Background: an optimization exercise with open tools, aiming at small area. Do not read the settings as production practice.
Only simulation tests tie the RTL to the original design; equivalence was not proved.
Power and IR drop assume default switching activity.

// dp_dtm
module dp_dtm
(
    input   logic   [0  : 0]    tdi,
    input   logic   [0  : 0]    tms,
    input   logic   [0  : 0]    tck,
    input   logic   [0  : 0]    trst,
    output  logic   [0  : 0]    tdo,
    output  logic   [6  : 0]    dmi_address,
    output  logic   [31 : 0]    dmi_wdata,
    input   logic   [31 : 0]    dmi_rdata,
    output  logic   [1  : 0]    dmi_op
);
Size in the first run: roughly 360 cells after synthesis, roughly 94 flip-flops, roughly 78 I/O pins.
==> module dp_dtm, before the edit <==
module dp_dtm
(
    input   logic   [0  : 0]    tdi,
    input   logic   [0  : 0]    tms,
    input   logic   [0  : 0]    tck,
    input   logic   [0  : 0]    trst,
    output  logic   [0  : 0]    tdo,
    output  logic   [6  : 0]    dmi_address,
    output  logic   [31 : 0]    dmi_wdata,
    input   logic   [31 : 0]    dmi_rdata,
    output  logic   [1  : 0]    dmi_op
);
    localparam logic [3:0] TLR  = 4'hF, RTI  = 4'hC, SDS  = 4'h7, CDR  = 4'h6,
                           SHDR = 4'h2, E1DR = 4'h1, PDR  = 4'h3, E2DR = 4'h0,
                           UDR  = 4'h5, SIS  = 4'h4, CIR  = 4'hE, SHIR = 4'hA,
                           E1IR = 4'h9, PIR  = 4'hB, E2IR = 4'h8, UIR  = 4'hD;
    logic [3:0]  state, next_state;
    logic        mode;
    logic        shf;           
    logic [4:0]  ir;            
    logic [40:0] sr;            
    logic [40:0] upd;           
    always_comb
        case (state)
            TLR:     next_state = tms ? TLR  : RTI;
            RTI:     next_state = tms ? SDS  : RTI;
            SDS:     next_state = tms ? SIS  : CDR;
            CDR:     next_state = tms ? E1DR : SHDR;
            SHDR:    next_state = tms ? E1DR : SHDR;
            E1DR:    next_state = tms ? UDR  : PDR;
            PDR:     next_state = tms ? E2DR : PDR;
            E2DR:    next_state = tms ? UDR  : SHDR;
            UDR:     next_state = tms ? SDS  : RTI;
            SIS:     next_state = tms ? TLR  : CIR;
            CIR:     next_state = tms ? E1IR : SHIR;
            SHIR:    next_state = tms ? E1IR : SHIR;
            E1IR:    next_state = tms ? UIR  : PIR;
            PIR:     next_state = tms ? E2IR : PIR;
            E2IR:    next_state = tms ? UIR  : SHIR;
            default: next_state = tms ? SDS  : RTI;    
        endcase
    always_ff @(posedge tck, negedge trst)
        if (!trst) state <= TLR;
        else       state <= next_state;
    always_ff @(posedge tck, negedge trst)
        if (!trst)              mode <= 1'b0;
        else if (state == TLR)  mode <= !tms;
    wire capture = state[2] & state[1] & !state[0];
    wire is_ir   = state[3];
    wire update  = state[2] & !state[1] & state[0];
    always_ff @(posedge tck)
        shf <= !tms & state[1] & !state[0];
    wire sel_dtmcs = (ir == 5'h10);
    wire sel_dmi   = (ir == 5'h11);
    wire sel_byp   = (ir == 5'h00) | (ir[4:3] == 2'b10 & ir[2:1] != 2'b00) | (ir == 5'h1f);
    wire sel_id    = !sel_dtmcs & !sel_dmi & !sel_byp;
    logic [40:0] cap;
    always_comb begin
        cap         = '0;
        cap[40]     = is_ir ? ir[4] : (sel_byp & tdi);
        cap[39]     = is_ir & ir[3];
        cap[38]     = is_ir & ir[2];
        cap[37]     = is_ir ? ir[1] : sel_id;
        cap[36]     = is_ir & ir[0];
        cap[33:2]   = dmi_rdata & {32{sel_dmi}};
        cap[23]     = sel_dmi ? dmi_rdata[21] : sel_id;
        cap[22]     = sel_dmi ? dmi_rdata[20] : sel_id;
        cap[21]     = sel_dmi ? dmi_rdata[19] : 1'b1;
        cap[15]     = sel_dmi ? dmi_rdata[13] : sel_dtmcs;
        cap[14]     = sel_dmi ? dmi_rdata[12] : sel_dtmcs;
        cap[12]     = sel_dmi ? dmi_rdata[10] : sel_id;
        cap[11]     = sel_dmi ? dmi_rdata[9]  : sel_id;
        cap[10]     = sel_dmi ? dmi_rdata[8]  : sel_id;
        cap[9]      = sel_dmi ? dmi_rdata[7]  : 1'b1;
        cap[8:2]    = dmi_rdata[6:0];
    end
    always_ff @(posedge tck)
        if (capture)  sr <= cap;
        else if (shf) sr <= {tdi, sr[40:1]};
    always_ff @(posedge tck, negedge trst)
        if (!trst)                  ir <= 5'h01;
        else if (update & is_ir)    ir <= sr[40:36];
    logic valid;
    wire  upd_en = update & !is_ir & sel_dmi;
    always_ff @(posedge tck, negedge trst)
        if (!trst)        valid <= 1'b0;
        else if (upd_en)  valid <= 1'b1;
    always_ff @(posedge tck)
        if (upd_en) upd <= sr;
    assign tdo = is_ir   ? sr[36] :
                 sel_dmi ? sr[0]  :
                 sel_byp ? sr[40] : sr[9];
    wire show = mode & valid;
    assign dmi_address = upd[40:34] & {7{show}};
    assign dmi_wdata   = (upd[33:2] & {32{show}}) | (dmi_rdata & {32{!mode}});
    assign dmi_op      = upd[1:0] & {2{show}};
endmodule
Settings: LEC_CHECK=0, CAP_MARGIN=20, CORE_MARGIN=2, CORE_UTILIZATION=40, SLEW_MARGIN=20; clock period 10.0 ns.
run.sh (not shown) runs the stock make flow with config.mk's settings and CLKGATE_MAP_FILE= SYNTH_SCRIPT=/design/flow/synth_recipe.tcl, a recipe that flattens the netlist after the stock synthesis.
Edit:
--- a/flow/design.v
+++ b/flow/design.v
@@ -79,19 +79,14 @@
         else if (shf) sr <= {tdi, sr[40:1]};
     always_ff @(posedge tck, negedge trst)
         if (!trst)                  ir <= 5'h01;
         else if (update & is_ir)    ir <= sr[40:36];
-    logic valid;
-    wire  upd_en = update & !is_ir & sel_dmi;
     always_ff @(posedge tck, negedge trst)
-        if (!trst)        valid <= 1'b0;
-        else if (upd_en)  valid <= 1'b1;
-    always_ff @(posedge tck)
-        if (upd_en) upd <= sr;
+        if (!trst)                           upd <= '0;
+        else if (update & !is_ir & sel_dmi)  upd <= sr;
     assign tdo = is_ir   ? sr[36] :
                  sel_dmi ? sr[0]  :
                  sel_byp ? sr[40] : sr[9];
-    wire show = mode & valid;
-    assign dmi_address = upd[40:34] & {7{show}};
-    assign dmi_wdata   = (upd[33:2] & {32{show}}) | (dmi_rdata & {32{!mode}});
-    assign dmi_op      = upd[1:0] & {2{show}};
+    assign dmi_address = mode ? upd[40:34] : 7'd0;
+    assign dmi_wdata   = mode ? upd[33:2]  : dmi_rdata;
+    assign dmi_op      = mode ? upd[1:0]   : 2'd0;
 endmodule
Result:
- clock power falls by about 4%
- total power climbs by 10%
- maximum frequency grows by 2.4%
- critical path depth fell by 1
- synthesized cell count fell by 8.2%
- die area went up by 7.1%
- sequential power rose by 4.6%
- count of clock-buffer cells in the layout came out lower by 1
- clock skew is about the same
- utilization went down by 0.36 points
- combinational power came out higher by 29%
